This is an optimization exercise on Yosys and OpenROAD, whose aim is small area and a short achievable clock period, not a production implementation.
RTL that was checked went through simulation tests only; none was proved equivalent to the original.
No activity file was given, so power comes from the tool's default toggle rates.

==> inputs of run a <==
==> flow/design.v <==
module float_adder(
    input   clk,
    input   rst,
    input   [31:0]  x,
    input   [31:0]  y,
    output  [31:0]  z,
    output  [1:0]   overflow  
);
    reg [1:0] cnt;
    always @(posedge clk or negedge rst) begin
        if (!rst)
            cnt <= 2'd0;
        else if (cnt != 2'd3)
            cnt <= cnt + 2'd1;
    end
    wire [8:0] d = {1'b0, x[30:23]} - {1'b0, y[30:23]};
    wire x_gt = x[30:0] > y[30:0];       
    reg [31:0] xr, yr;
    reg [8:0]  i_d;
    reg        i_xb;
    always @(posedge clk) begin
        xr   <= x;
        yr   <= y;
        i_d  <= d;
        i_xb <= x_gt;
    end
    wire [7:0] ex = xr[30:23], ey = yr[30:23];
    wire [22:0] mx = xr[22:0], my = yr[22:0];
    wire sx = xr[31], sy = yr[31];
    wire sub = sx ^ sy;
    wire neg = i_d[8];                   
    wire zx = (xr[30:0] == 31'd0);
    wire zy = (yr[30:0] == 31'd0);
    wire hx = ~zx;           
    wire hy = ~zy | zx;      
    wire [23:0] s_sml = i_xb ? {hy, my} : (neg ? {1'b0, hx, mx[22:1]} : {hx, mx});
    wire [4:0]  sh    = i_d[4:0] ^ {5{neg}};
    wire        far   = neg ? (i_d[7:5] != 3'b111) : (i_d[7:5] != 3'b000);
    wire [23:0] s_al  = far ? 24'd0 : (s_sml >> sh);
    wire [22:0] m_big = i_xb ? mx : my;         
    wire [7:0]  e_big = i_xb ? ex : ey;
    wire ex1 = (ex == 8'd255), ey1 = (ey == 8'd255);
    wire nan  = (ex1 && (mx != 23'd0)) || (ey1 && (my != 23'd0));
    wire spec = ex1 || ey1;
    wire ones = nan || (ex1 && ey1 && sub);
    wire sgn = spec ? (sx | nan) : (i_xb ? sx : sy);
    reg [22:0] a_big;
    reg [23:0] a_sml;
    reg [7:0]  a_e;
    reg a_sgn, a_sub, a_spec, a_ones;
    always @(posedge clk) begin
        a_big  <= m_big;
        a_sml  <= s_al ^ {24{sub}};
        a_e    <= e_big;
        a_sgn  <= sgn;
        a_sub  <= sub;
        a_spec <= spec;
        a_ones <= ones;
    end
    wire [25:0] s_res = {2'b01, a_big, 1'b1} + {a_sub, a_sml, a_sub};
    wire [24:0] sum = {s_res[25] & ~a_sub, s_res[24:1]};
    reg [24:0] m_sum;
    reg [7:0]  m_ep1;        
    reg m_sgn, m_spec, m_ones;
    always @(posedge clk) begin
        if (cnt == 2'd2) begin
            m_sum  <= sum;
            m_ep1  <= a_e + 8'd1;
            m_sgn  <= a_sgn;
            m_spec <= a_spec;
            m_ones <= a_ones;
        end
    end
    wire e0 = (m_ep1 == 8'd1);
    wire [24:0] lzin = {m_sum[24], m_sum[23] | e0, m_sum[22:0]};
    reg [4:0] k;
    integer i;
    always @(*) begin
        k = 5'd0;
        for (i = 0; i < 25; i = i + 1)
            if (lzin[i]) k = 5'd24 - i[4:0];
    end
    wire [23:0] crs  = m_sum[23:0] << {k[4:3], 3'b000};
    wire zero = (m_sum == 25'd0);
    wire ovf  = m_sum[24] && (m_ep1 == 8'd255);
    reg [23:0] n_m;
    reg [4:0]  n_k;
    reg [7:0]  n_ep1;
    reg        n_ones, n_clr, n_e255, n_e0;
    reg        n_s;
    reg [1:0]  n_ov;
    always @(posedge clk) begin
        n_m    <= crs;
        n_k    <= k;
        n_ep1  <= m_ep1;
        n_ones <= m_spec & m_ones;
        n_clr  <= m_spec | ovf;
        n_e255 <= m_spec | ovf;
        n_e0   <= zero & ~m_spec;
        n_s    <= (zero & ~m_spec) ? 1'b0 : m_sgn;
        n_ov   <= m_spec ? 2'b11 : {1'b0, ovf};
    end
    wire [23:0] fin = n_m << n_k[2:0];
    reg [22:0] z_m;
    reg [7:0]  z_e;
    always @(posedge clk) begin
        z_m <= n_ones ? {23{1'b1}} : (n_clr ? 23'd0 : fin[23:1]);
        z_e <= n_e255 ? 8'd255 : (n_e0 ? 8'd0 : n_ep1 - {3'd0, n_k});
    end
    assign z = {n_s, z_e, z_m};
    assign overflow = n_ov;
endmodule
==> flow/run.sh <==
#!/bin/bash
# synth_recipe.tcl (not shown) runs the flow's synth.tcl, then flattens the netlist and writes it again
# the make line also repeats each setting of config.mk as NAME=value (left out here)
make -C /OpenROAD-flow-scripts/flow DESIGN_CONFIG=/design/flow/config.mk WORK_HOME=/design/flow/orfs CLKGATE_MAP_FILE= SYNTH_SCRIPT=/design/flow/synth_recipe.tcl finish
==> flow/config.mk <==
export PLATFORM = sky130hd
export DESIGN_NAME = float_adder
export DESIGN_NICKNAME = float_adder
export VERILOG_FILES = /design/flow/design.v
export SDC_FILE = /design/flow/constraint.sdc
export NUM_CORES = 4
export LEC_CHECK = 0
export CAP_MARGIN = 20
export CORE_MARGIN = 2
export CORE_UTILIZATION = 40
export SLEW_MARGIN = 20
==> flow/constraint.sdc <==
create_clock -name core_clock -period 5.0 [get_ports {clk}]
set_input_delay 1.0000 -clock core_clock [delete_from_list [all_inputs] [get_ports {clk}]]
set_output_delay 1.0000 -clock core_clock [all_outputs]
set_load 0.01 [all_outputs]
==> run b (differences from run a) <==
--- a/flow/design.v
+++ b/flow/design.v
@@ -7,17 +7,21 @@
     output  [1:0]   overflow  
 );
-    reg [1:0] cnt;
+    reg [2:0] cnt;
     always @(posedge clk or negedge rst) begin
         if (!rst)
-            cnt <= 2'd0;
-        else if (cnt != 2'd3)
-            cnt <= cnt + 2'd1;
+            cnt <= 3'd0;
+        else if (cnt != 3'd7)
+            cnt <= cnt + 3'd1;
     end
     wire [8:0] d = {1'b0, x[30:23]} - {1'b0, y[30:23]};
     wire x_gt = x[30:0] > y[30:0];       
+    wire zx = (x[30:0] == 31'd0);
+    wire zy = (y[30:0] == 31'd0);
     reg [31:0] xr, yr;
     reg [8:0]  i_d;
-    reg        i_xb;
+    reg        i_xb, i_hx, i_hy;
     always @(posedge clk) begin
+        i_hx <= ~zx;             
+        i_hy <= ~zy | zx;        
         xr   <= x;
         yr   <= y;
@@ -30,8 +34,5 @@
     wire sub = sx ^ sy;
     wire neg = i_d[8];                   
-    wire zx = (xr[30:0] == 31'd0);
-    wire zy = (yr[30:0] == 31'd0);
-    wire hx = ~zx;           
-    wire hy = ~zy | zx;      
+    wire hx = i_hx, hy = i_hy;
     wire [23:0] s_sml = i_xb ? {hy, my} : (neg ? {1'b0, hx, mx[22:1]} : {hx, mx});
     wire [4:0]  sh    = i_d[4:0] ^ {5{neg}};
@@ -64,11 +65,9 @@
     reg m_sgn, m_spec, m_ones;
     always @(posedge clk) begin
-        if (cnt == 2'd2) begin
-            m_sum  <= sum;
-            m_ep1  <= a_e + 8'd1;
-            m_sgn  <= a_sgn;
-            m_spec <= a_spec;
-            m_ones <= a_ones;
-        end
+        m_sum  <= sum;
+        m_ep1  <= a_e + 8'd1;
+        m_sgn  <= a_sgn;
+        m_spec <= a_spec;
+        m_ones <= a_ones;
     end
     wire e0 = (m_ep1 == 8'd1);
@@ -88,7 +87,5 @@
     reg [7:0]  n_ep1;
     reg        n_ones, n_clr, n_e255, n_e0;
-    reg        n_s;
-    reg [1:0]  n_ov;
-    always @(posedge clk) begin
+        always @(posedge clk) begin
         n_m    <= crs;
         n_k    <= k;
@@ -98,6 +95,12 @@
         n_e255 <= m_spec | ovf;
         n_e0   <= zero & ~m_spec;
-        n_s    <= (zero & ~m_spec) ? 1'b0 : m_sgn;
-        n_ov   <= m_spec ? 2'b11 : {1'b0, ovf};
+    end
+    reg        z_s;
+    reg [1:0]  z_ov;
+    always @(posedge clk) begin
+        if (cnt == 3'd3) begin
+            z_s    <= (zero & ~m_spec) ? 1'b0 : m_sgn;
+            z_ov   <= m_spec ? 2'b11 : {1'b0, ovf};
+        end
     end
     wire [23:0] fin = n_m << n_k[2:0];
@@ -105,8 +108,10 @@
     reg [7:0]  z_e;
     always @(posedge clk) begin
+        if (cnt == 3'd4) begin
         z_m <= n_ones ? {23{1'b1}} : (n_clr ? 23'd0 : fin[23:1]);
         z_e <= n_e255 ? 8'd255 : (n_e0 ? 8'd0 : n_ep1 - {3'd0, n_k});
+        end
     end
-    assign z = {n_s, z_e, z_m};
-    assign overflow = n_ov;
+    assign z = {z_s, z_e, z_m};
+    assign overflow = z_ov;
 endmodule
==> flow/flow/run.sh (new file) <==
#!/bin/bash
# Standard layout (standard.sh), with port buffers made from a plain buffer
# cell and clock tree synthesis without dummy loads.
set -euo pipefail
export BUFFER_PORTS_ARGS="-buffer_cell sky130_fd_sc_hd__buf_1"
export CTS_ARGS="-sink_clustering_enable -repair_clock_nets -dont_use_dummy_load -buf_list sky130_fd_sc_hd__clkbuf_16 -sink_clustering_size 24 -sink_clustering_max_diameter 120"
bash standard.sh > standard.log 2>&1
==> flow/standard.sh (new file) <==
#!/bin/bash
# synth_recipe.tcl (not shown) runs the flow's synth.tcl, then flattens the netlist and writes it again
# the make line also repeats each setting of config.mk as NAME=value (left out here)
make -C /OpenROAD-flow-scripts/flow DESIGN_CONFIG=/design/flow/config.mk WORK_HOME=/design/flow/orfs CLKGATE_MAP_FILE= SYNTH_SCRIPT=/design/flow/synth_recipe.tcl "${@:-finish}"
Settings changed: ABC_AREA from default to 1, CAP_MARGIN 20 to 10, CORE_UTILIZATION 40 to 50, SETUP_SLACK_MARGIN from default to 2.6, SLEW_MARGIN 20 to 10.
removed: flow/run.sh
==> run c (differences from run a) <==
--- a/flow/design.v
+++ b/flow/design.v
@@ -7,17 +7,21 @@
     output  [1:0]   overflow  
 );
-    reg [1:0] cnt;
+    reg [2:0] cnt;
     always @(posedge clk or negedge rst) begin
         if (!rst)
-            cnt <= 2'd0;
-        else if (cnt != 2'd3)
-            cnt <= cnt + 2'd1;
+            cnt <= 3'd0;
+        else if (cnt != 3'd7)
+            cnt <= cnt + 3'd1;
     end
     wire [8:0] d = {1'b0, x[30:23]} - {1'b0, y[30:23]};
     wire x_gt = x[30:0] > y[30:0];       
+    wire zx = (x[30:0] == 31'd0);
+    wire zy = (y[30:0] == 31'd0);
     reg [31:0] xr, yr;
     reg [8:0]  i_d;
-    reg        i_xb;
+    reg        i_xb, i_hx, i_hy;
     always @(posedge clk) begin
+        i_hx <= ~zx;             
+        i_hy <= ~zy | zx;        
         xr   <= x;
         yr   <= y;
@@ -30,8 +34,5 @@
     wire sub = sx ^ sy;
     wire neg = i_d[8];                   
-    wire zx = (xr[30:0] == 31'd0);
-    wire zy = (yr[30:0] == 31'd0);
-    wire hx = ~zx;           
-    wire hy = ~zy | zx;      
+    wire hx = i_hx, hy = i_hy;
     wire [23:0] s_sml = i_xb ? {hy, my} : (neg ? {1'b0, hx, mx[22:1]} : {hx, mx});
     wire [4:0]  sh    = i_d[4:0] ^ {5{neg}};
@@ -64,11 +65,9 @@
     reg m_sgn, m_spec, m_ones;
     always @(posedge clk) begin
-        if (cnt == 2'd2) begin
-            m_sum  <= sum;
-            m_ep1  <= a_e + 8'd1;
-            m_sgn  <= a_sgn;
-            m_spec <= a_spec;
-            m_ones <= a_ones;
-        end
+        m_sum  <= sum;
+        m_ep1  <= a_e + 8'd1;
+        m_sgn  <= a_sgn;
+        m_spec <= a_spec;
+        m_ones <= a_ones;
     end
     wire e0 = (m_ep1 == 8'd1);
@@ -88,7 +87,5 @@
     reg [7:0]  n_ep1;
     reg        n_ones, n_clr, n_e255, n_e0;
-    reg        n_s;
-    reg [1:0]  n_ov;
-    always @(posedge clk) begin
+        always @(posedge clk) begin
         n_m    <= crs;
         n_k    <= k;
@@ -98,6 +95,12 @@
         n_e255 <= m_spec | ovf;
         n_e0   <= zero & ~m_spec;
-        n_s    <= (zero & ~m_spec) ? 1'b0 : m_sgn;
-        n_ov   <= m_spec ? 2'b11 : {1'b0, ovf};
+    end
+    reg        z_s;
+    reg [1:0]  z_ov;
+    always @(posedge clk) begin
+        if (cnt == 3'd3) begin
+            z_s    <= (zero & ~m_spec) ? 1'b0 : m_sgn;
+            z_ov   <= m_spec ? 2'b11 : {1'b0, ovf};
+        end
     end
     wire [23:0] fin = n_m << n_k[2:0];
@@ -105,8 +108,10 @@
     reg [7:0]  z_e;
     always @(posedge clk) begin
+        if (cnt == 3'd4) begin
         z_m <= n_ones ? {23{1'b1}} : (n_clr ? 23'd0 : fin[23:1]);
         z_e <= n_e255 ? 8'd255 : (n_e0 ? 8'd0 : n_ep1 - {3'd0, n_k});
+        end
     end
-    assign z = {n_s, z_e, z_m};
-    assign overflow = n_ov;
+    assign z = {z_s, z_e, z_m};
+    assign overflow = z_ov;
 endmodule
==> flow/flow/run.sh (new file) <==
#!/bin/bash
# Standard layout (standard.sh), with port buffers made from a plain buffer
# cell and clock tree synthesis without dummy loads.
set -euo pipefail
export BUFFER_PORTS_ARGS="-buffer_cell sky130_fd_sc_hd__buf_1"
export CTS_ARGS="-sink_clustering_enable -repair_clock_nets -dont_use_dummy_load -buf_list sky130_fd_sc_hd__clkbuf_16 -sink_clustering_size 24 -sink_clustering_max_diameter 120"
bash standard.sh > standard.log 2>&1
==> flow/standard.sh (new file) <==
#!/bin/bash
# synth_recipe.tcl (not shown) runs the flow's synth.tcl, then flattens the netlist and writes it again
# the make line also repeats each setting of config.mk as NAME=value (left out here)
make -C /OpenROAD-flow-scripts/flow DESIGN_CONFIG=/design/flow/config.mk WORK_HOME=/design/flow/orfs CLKGATE_MAP_FILE= SYNTH_SCRIPT=/design/flow/synth_recipe.tcl "${@:-finish}"
Settings changed: ABC_AREA from default to 1, CAP_MARGIN 20 to 10, CORE_UTILIZATION 40 to 62, PLACE_DENSITY from default to 0.75, SETUP_SLACK_MARGIN from default to 2.6, SLEW_MARGIN 20 to 10.
removed: flow/run.sh
==> qor summary <==
| item | run a | run b | run c |
|---|---|---|---|
| Status | finished clean | finished clean | finished clean |
| Commonest non-fill, non-tap cell in the layout | dfxtp_1 | nand2_1 | nand2_1 |
| Clock group power | 1960 µW | 1110 µW | 1110 µW |
| DR WL/cell | 16.1 µm | 16.6 µm | 16.6 µm |
| Shortest period the worst path allows | 3.33 ns | 2.32 ns | 2.37 ns |
| Sequential portion of the cell area | 36.8% | 39.6% | 40.1% |
| Clock skew | 0.0159 ns | 0.0282 ns | 0.0482 ns |
| Layout cell share with drive strength beyond 1 | 12.1% | 8.09% | 7.46% |
| Number of well taps | 390 | 319 | 234 |
| Register cell area after layout | 5280 µm² | 5340 µm² | 5340 µm² |
| Number of nets produced by synthesis | 1310 | 1586 | 1586 |
| Worst setup startpoint | i_d[8] | a_sml[3] | y[2] |
| Standard-cell rows | 63 | 56 | 50 |
| Routed wire length on met2 | 13200 µm | 14400 µm | 14100 µm |
| Total placed instance area | 13400 µm² | 12500 µm² | 12400 µm² |
| Core ar. | 29600 µm² | 23300 µm² | 18700 µm² |
| Post-synth design cell area | 12100 µm² | 11800 µm² | 11800 µm² |
| Combinational power share | 23.7% | 42.6% | 41.7% |
For run a, only the layout was checked, not whether the RTL still works.

port drivers added, routing unchanged:
Ports are ideal in the flow. The routed layouts listed here were re-timed in OpenROAD.
Step 1 assumes that a clkbuf_16 drives the clock port and a buf_2 every other input.
Step 2 moves the port delays by t, midway between the first and last clock arrival at a register: inputs arrive t later, outputs are due t later. That takes back most of the time a late clock gives input paths.
Slacks: ideal ports / drivers / drivers and shift; pairs: ideal ports / drivers.
run	t, ns	setup WS [ns]	worst setup path at the end	latest minus earliest clock arrival (ns)	worst slew at a driven data input, ns
run a	0.571	1.674 / 1.674 / 1.226	input to register	0.017 / 0.017	0.04
run b	0.515	2.681 / 2.681 / 2.236	input to register	0.034 / 0.034	0.03
run c	0.520	2.634 / 2.659 / 2.138	input to register	0.051 / 0.051	0.03
After both steps every run listed still meets setup and hold. For run c, which loses most, drivers alone change the setup slack by +0.025 ns; drivers and shift together by -0.496 ns.
